Source: an optimization exercise on an open RTL-to-GDS flow (aim: small area). Production flows keep margins and buffers that such runs may drop.
Function was checked by simulation only, so behaviour that the tests miss may differ from the original.
No driver is modelled on the clock port, so clock power and skew are understated where the tree is cut down; a real chip needs a root buffer or a tree.
Power is estimated from default activity; no workload was simulated.

==> flow/design.v (excerpt) <==
module ds18b20_light(clk,rst,ds18b20_in,ds18b20_pull,the_btn,SEG7_SEG,SEG7_SEL,ADC549_DATA,ADC549_CLK,ADC549_CS_N,led);
==> module ds_ow, before the edit <==
module ds_ow(
  input            clk, rst, bus, tick, tick2, upd, bc0,
  input      [2:0] a5,
  output           pull,
  output reg [3:0] tl,           
  output reg [7:0] th            
);
localparam [3:0] S00 = 4'd0, S1 = 4'd1, S2 = 4'd2, S4 = 4'd3, S5 = 4'd4, S6 = 4'd5,
                 S7 = 4'd6, WR0 = 4'd7, WR1 = 4'd8, RD1 = 4'd9, RD3 = 4'd10;
reg [3:0]  st;
reg [5:0]  sp;          
reg        owb;         
reg        pbit;        
reg [1:0]  pt;          
reg        adv;         
reg [3:0]  nst;
reg [14:0] kr;
reg        kc, clr, km;
wire       j0 = (a5 == 3'd0);
wire       cin = j0 | kc;
wire [3:0] ksum = {1'b0, kr[2:0]} + {3'd0, cin};
wire [2:0] knew = upd ? (clr ? 3'd0 : ksum[2:0]) : kr[2:0];
reg [14:0] kw;
always @(*)
  case (st)
    S1:      kw = 15'd502;
    S2:      kw = 15'd102;
    S4:      kw = 15'd401;
    S6:      kw = 15'd29105;       
    WR0:     kw = 15'd81;
    WR1:     kw = 15'd82;
    RD1:     kw = 15'd12;
    RD3:     kw = 15'd57;
    default: kw = 15'd0;
  endcase
reg [2:0] kwn;
always @(*)
  case (a5)
    3'd0: kwn = kw[2:0];
    3'd1: kwn = kw[5:3];
    3'd2: kwn = kw[8:6];
    3'd3: kwn = kw[11:9];
    default: kwn = kw[14:12];
  endcase
always @(posedge clk) begin
  kr <= {knew, kr[14:3]};
  kc <= ksum[3];
  km <= (j0 | km) & (&(kr[2:0] | ~kwn));
  if (tick) clr <= adv;
end
wire s6end = km & (sp == 6'd52);
reg wbit;
always @(*)
  case (sp)
    6'd15, 6'd16, 6'd19, 6'd20, 6'd23, 6'd27,
    6'd32, 6'd33, 6'd36, 6'd37, 6'd39, 6'd40, 6'd41, 6'd42, 6'd43, 6'd45: wbit = 1'b1;
    default: wbit = 1'b0;
  endcase
always @(*) begin
  adv = 1'b1;
  nst = st;
  case (st)
    S00:  nst = S1;
    S1:   begin adv = km; nst = S2; end
    S2:   begin adv = km; nst = bus ? S1 : S4; end
    S4:   begin adv = km; nst = S5; end
    S5:   if (sp == 6'd29) nst = S6;
          else if (sp == 6'd46) nst = S7;
          else nst = wbit ? WR1 : WR0;
    S6:   begin adv = s6end | bus; nst = S1; end
    S7:   nst = (sp == 6'd63) ? S1 : RD1;
    WR0:  begin adv = owb & ~clr; nst = S5; end
    WR1:  begin adv = km; nst = S5; end
    RD1:  begin adv = km; nst = RD3; end
    RD3:  begin adv = km; nst = S7; end
    default: nst = S00;
  endcase
end
always @(posedge clk or posedge rst)
  if (rst) begin
    st <= S00; sp <= 6'd13; owb <= 1'b1;
  end else if (tick) begin
    if (adv) st <= nst;
    case (st)
      S1:   if (clr) owb <= 1'b0;
            else if (km) owb <= 1'b1;
      S5:   begin
              sp <= sp + 6'd1;
              if (sp == 6'd29) owb <= 1'b1;
              else if (sp != 6'd46 && wbit) owb <= 1'b0;
            end
      S6:   if (adv) sp <= 6'd30;
            else if (kc) sp <= sp + 6'd1;
      S7:   if (sp == 6'd63) sp <= 6'd13;
            else begin sp <= sp + 6'd1; owb <= 1'b0; end
      WR0:  if (clr) owb <= 1'b0;
            else if (km) owb <= 1'b1;
      WR1:  if (!clr) owb <= 1'b1;
      RD1:  if (!clr) owb <= 1'b1;
      default: ;
    endcase
  end
assign pull = ~owb;
wire rd_ev = tick & (st == RD3) & clr;
always @(posedge clk)
  if (rd_ev) pbit <= bus;
always @(posedge clk)
  if (rd_ev) pt <= 2'd1;
  else if (bc0) pt <= (pt == 2'd1) ? 2'd2 : 2'd0;
wire [3:0] idx = sp[3:0];
wire commit_lo = (pt != 2'd0) & tick2 & (idx[3:2] == 2'd0);
wire commit_hi = (pt == 2'd2) & bc0;
wire init = tick & (st == S00);
always @(posedge clk)
  if (init) tl <= 4'hF;
  else if (commit_lo) tl[idx[1:0]] <= pbit;
always @(posedge clk)
  if (init) th <= 8'h01;
  else if (commit_hi && idx >= 4'd4 && idx <= 4'd11) th[idx - 4'd4] <= pbit;
endmodule
==> module ds_disp, before the edit <==
module ds_disp(
  input        clk, rst, btn, started, first,
  input  [2:0] a,
  input  [3:0] tl,
  input  [7:0] th,
  input  [7:0] sample_d,
  output [7:0] seg_out
);
reg flag0, flag1, flag2;
always @(posedge clk or posedge rst)
  if (rst) begin
    flag0 <= 1'b1; flag1 <= 1'b1; flag2 <= 1'b1;
  end else begin
    flag0 <= flag0 ^ btn;
    flag1 <= flag0;
    flag2 <= flag1;
  end
wire [7:0] x = flag2 ? th : ~sample_d;
function [3:0] add3;
  input [3:0] v;
  add3 = (v >= 4'd5) ? v + 4'd3 : v;
endfunction
wire [3:0] d1 = add3({1'b0, x[7:5]});
wire [3:0] d2 = add3({d1[2:0], x[4]});
wire [3:0] d3 = add3({d2[2:0], x[3]});
wire [3:0] d4 = add3({d3[2:0], x[2]});
wire [3:0] d5 = add3({d4[2:0], x[1]});
wire [3:0] e1 = add3({1'b0, d1[3], d2[3], d3[3]});
wire [3:0] e2 = add3({e1[2:0], d4[3]});
wire [3:0] ones = {d5[2:0], x[0]};
wire [3:0] tens = {e2[2:0], d5[3]};
wire [3:0] hund = {2'b00, e1[3], e2[3]};
wire [7:0] fr = {tl, 3'b000} + {2'b00, tl, 1'b0};
wire [3:0] frac = fr[7:4];
reg [3:0] nib;
always @(*)
  if (first) nib = 4'hF;                  
  else if (!started || a[2]) nib = 4'd0;
  else if (flag2)
    case (a[1:0])
      2'd0: nib = frac;
      2'd1: nib = ones;
      2'd2: nib = tens;
      default: nib = hund;
    endcase
  else
    case (a[1:0])
      2'd0: nib = ones;
      2'd1: nib = tens;
      2'd2: nib = hund;
      default: nib = 4'd0;
    endcase
reg [6:0] seg;
always @(*)
  case (nib)
    4'h0: seg = 7'h40;
    4'h1: seg = 7'h79;
    4'h2: seg = 7'h24;
    4'h3: seg = 7'h30;
    4'h4: seg = 7'h19;
    4'h5: seg = 7'h12;
    4'h6: seg = 7'h02;
    4'h7: seg = 7'h78;
    4'h8: seg = 7'h00;
    4'h9: seg = 7'h10;
    4'hA: seg = 7'h00;                   
    4'hB: seg = 7'h10;
    4'hC: seg = 7'h00;
    4'hD: seg = 7'h10;
    4'hE: seg = 7'h00;
    default: seg = 7'h7F;                
  endcase
wire dp = flag1 & (a == 3'd1);
assign seg_out = {~dp, seg};
endmodule
==> flow/config.mk <==
export PLATFORM = sky130hd
export DESIGN_NAME = ds18b20_light
export DESIGN_NICKNAME = ds18b20_light
export VERILOG_FILES = /design/flow/design.v
export SDC_FILE = /design/flow/constraint.sdc
export NUM_CORES = 4
export LEC_CHECK = 0
export CAP_MARGIN = 20
export CORE_MARGIN = 2
export CORE_UTILIZATION = 40
export SLEW_MARGIN = 20
==> flow/constraint.sdc <==
create_clock -name core_clock -period 20.0 [get_ports {clk}]
set_input_delay 4.0000 -clock core_clock [delete_from_list [all_inputs] [get_ports {clk}]]
set_output_delay 4.0000 -clock core_clock [all_outputs]
set_load 0.01 [all_outputs]
standard.sh (not shown) runs the stock make flow with config.mk's settings and CLKGATE_MAP_FILE= SYNTH_SCRIPT=/design/flow/synth_recipe.tcl, a recipe that flattens the netlist after the stock synthesis.
==> flow/flow/run.sh <==
#!/bin/bash
# Layout: the standard ORFS flow (standard.sh) with these changes:
#  * synthesis: the logic is mapped by ABC with area-oriented scripts
#    (flow/abc_area_NN.script, twelve seeds of the same script; flow/multi_abc.tcl
#    keeps the smallest result), without ORFS's adder extraction step
#    (ADDER_MAP_FILE empty), through a copy of ORFS's scripts folder; the
#    registers are mapped by the standard steps and left as they are
#  * ports are buffered with sky130_fd_sc_hd__buf_1
#  * the clock tree is built by flow/mcts.tcl (run before CTS): the clock
#    port drives 4 clkbuf_16, one for each quarter of the registers by
#    placement
# make's full output goes to make.log; each ORFS step logs under orfs/logs.
set -euo pipefail
here=$(pwd)
rm -rf "$here/scripts_area"
cp -r "$FLOW_HOME/scripts" "$here/scripts_area"
cp "$here"/flow/abc_area_*.script "$here/scripts_area/"
cp "$here/flow/abc_area_01.script" "$here/scripts_area/abc_area.script"
sed -i "s|^  log_cmd abc {\*}\$abc_args\$|  source $here/flow/multi_abc.tcl|" "$here/scripts_area/synth.tcl"
grep -q "multi_abc.tcl" "$here/scripts_area/synth.tcl"
BUF="-buffer_cell sky130_fd_sc_hd__buf_1"
export BUFFER_PORTS_ARGS="$BUF" PRE_CTS_TCL="$here/flow/mcts.tcl"
bash standard.sh "SCRIPTS_DIR=$here/scripts_area" "ABC_AREA=1" "ADDER_MAP_FILE=" \
  "PRE_CTS_TCL=$here/flow/mcts.tcl" "BUFFER_PORTS_ARGS=$BUF" finish > make.log 2>&1
Other scripts of this flow, unchanged in this note and not shown: flow/flow/abc_area_01.script, flow/flow/abc_area_02.script, flow/flow/abc_area_03.script, flow/flow/abc_area_04.script, flow/flow/abc_area_05.script, flow/flow/abc_area_06.script, flow/flow/abc_area_07.script, flow/flow/abc_area_08.script, flow/flow/abc_area_09.script, flow/flow/abc_area_10.script, flow/flow/abc_area_11.script, flow/flow/abc_area_12.script, flow/flow/mcts.tcl, flow/flow/multi_abc.tcl
Rerun with:
--- a/flow/design.v
+++ b/flow/design.v
@@ -220,7 +220,11 @@
 always @(posedge clk)
   if (rd_ev) pbit <= bus;
-always @(posedge clk)
-  if (rd_ev) pt <= 2'd1;
-  else if (bc0) pt <= (pt == 2'd1) ? 2'd2 : 2'd0;
+always @(posedge clk or posedge rst)
+  if (rst) pt <= 2'd0;
+  else if (rd_ev) pt <= 2'd1;
+  else if (bc0) begin
+    if (pt == 2'd1) pt <= 2'd2;
+    else if (pt == 2'd2) pt <= 2'd0;
+  end
 wire [3:0] idx = sp[3:0];
 wire commit_lo = (pt != 2'd0) & tick2 & (idx[3:2] == 2'd0);
@@ -270,6 +274,5 @@
 reg [3:0] nib;
 always @(*)
-  if (first) nib = 4'hF;                  
-  else if (!started || a[2]) nib = 4'd0;
+  if (!started || a[2]) nib = 4'd0;
   else if (flag2)
     case (a[1:0])
@@ -299,13 +302,13 @@
     4'h8: seg = 7'h00;
     4'h9: seg = 7'h10;
-    4'hA: seg = 7'h00;                   
-    4'hB: seg = 7'h10;
-    4'hC: seg = 7'h00;
-    4'hD: seg = 7'h10;
-    4'hE: seg = 7'h00;
-    default: seg = 7'h7F;                
+    4'hA: seg = 7'h7E;
+    4'hB: seg = 7'h7D;
+    4'hC: seg = 7'h7B;
+    4'hD: seg = 7'h77;
+    4'hE: seg = 7'h6F;
+    default: seg = 7'h5F;
   endcase
 wire dp = flag1 & (a == 3'd1);
-assign seg_out = {~dp, seg};
+assign seg_out = first ? 8'hFF : {~dp, seg};
 endmodule
 module ds18b20_light(clk,rst,ds18b20_in,ds18b20_pull,the_btn,SEG7_SEG,SEG7_SEL,ADC549_DATA,ADC549_CLK,ADC549_CS_N,led);
The new run finished with timing, DRC and antenna clean.
Via count stays flat.
Flip-flop and latch count stays the same.
Setup slack gains 0.58 ns.
Clock power grows by about 1%.
Power barely changes.
Cell count is higher by 0.47%.
Cell area increases by 0.64%.
Hold slack barely changes.
Core utilization fell by 0.96 points.
First-iteration DRC count went up by 4.2%.
Synthesized cell count is unchanged.
No run of this note takes its clock network from TritonCTS; it comes from the design's own scripts or RTL.

re-timing with driven ports:
The results above use ideal ports. As a check the final layouts listed here were re-extracted and re-timed, cells and wires unchanged.
Step 1, drivers: a clkbuf_16 drives clk and a buf_2 each remaining input, both assumed.
Step 2 adds t to the input delays and takes it off the output delays; t is the mean of the earliest and latest rising clock arrival at the registers after step 1. Input paths then give back, and output paths get back, about the clock's delay inside the block.
a / b / c = ideal / step 1 / step 2; a / b = the first two.
run	t, ns	setup slack, ns	slew at the worst register clock pin (ns)	worst data-port slew with drivers (ns)	cell pins on the clock port's net
the first run	0.243	10.129 / 10.048 / 10.204	0.11 / 0.11	0.03	4
the second run	0.252	10.708 / 10.677 / 10.686	0.11 / 0.11	0.03	4
After both steps setup and hold are still met in every run listed. The setup slack of the second run, which loses most, moves by -0.031 ns with the drivers and by -0.022 ns with both steps.
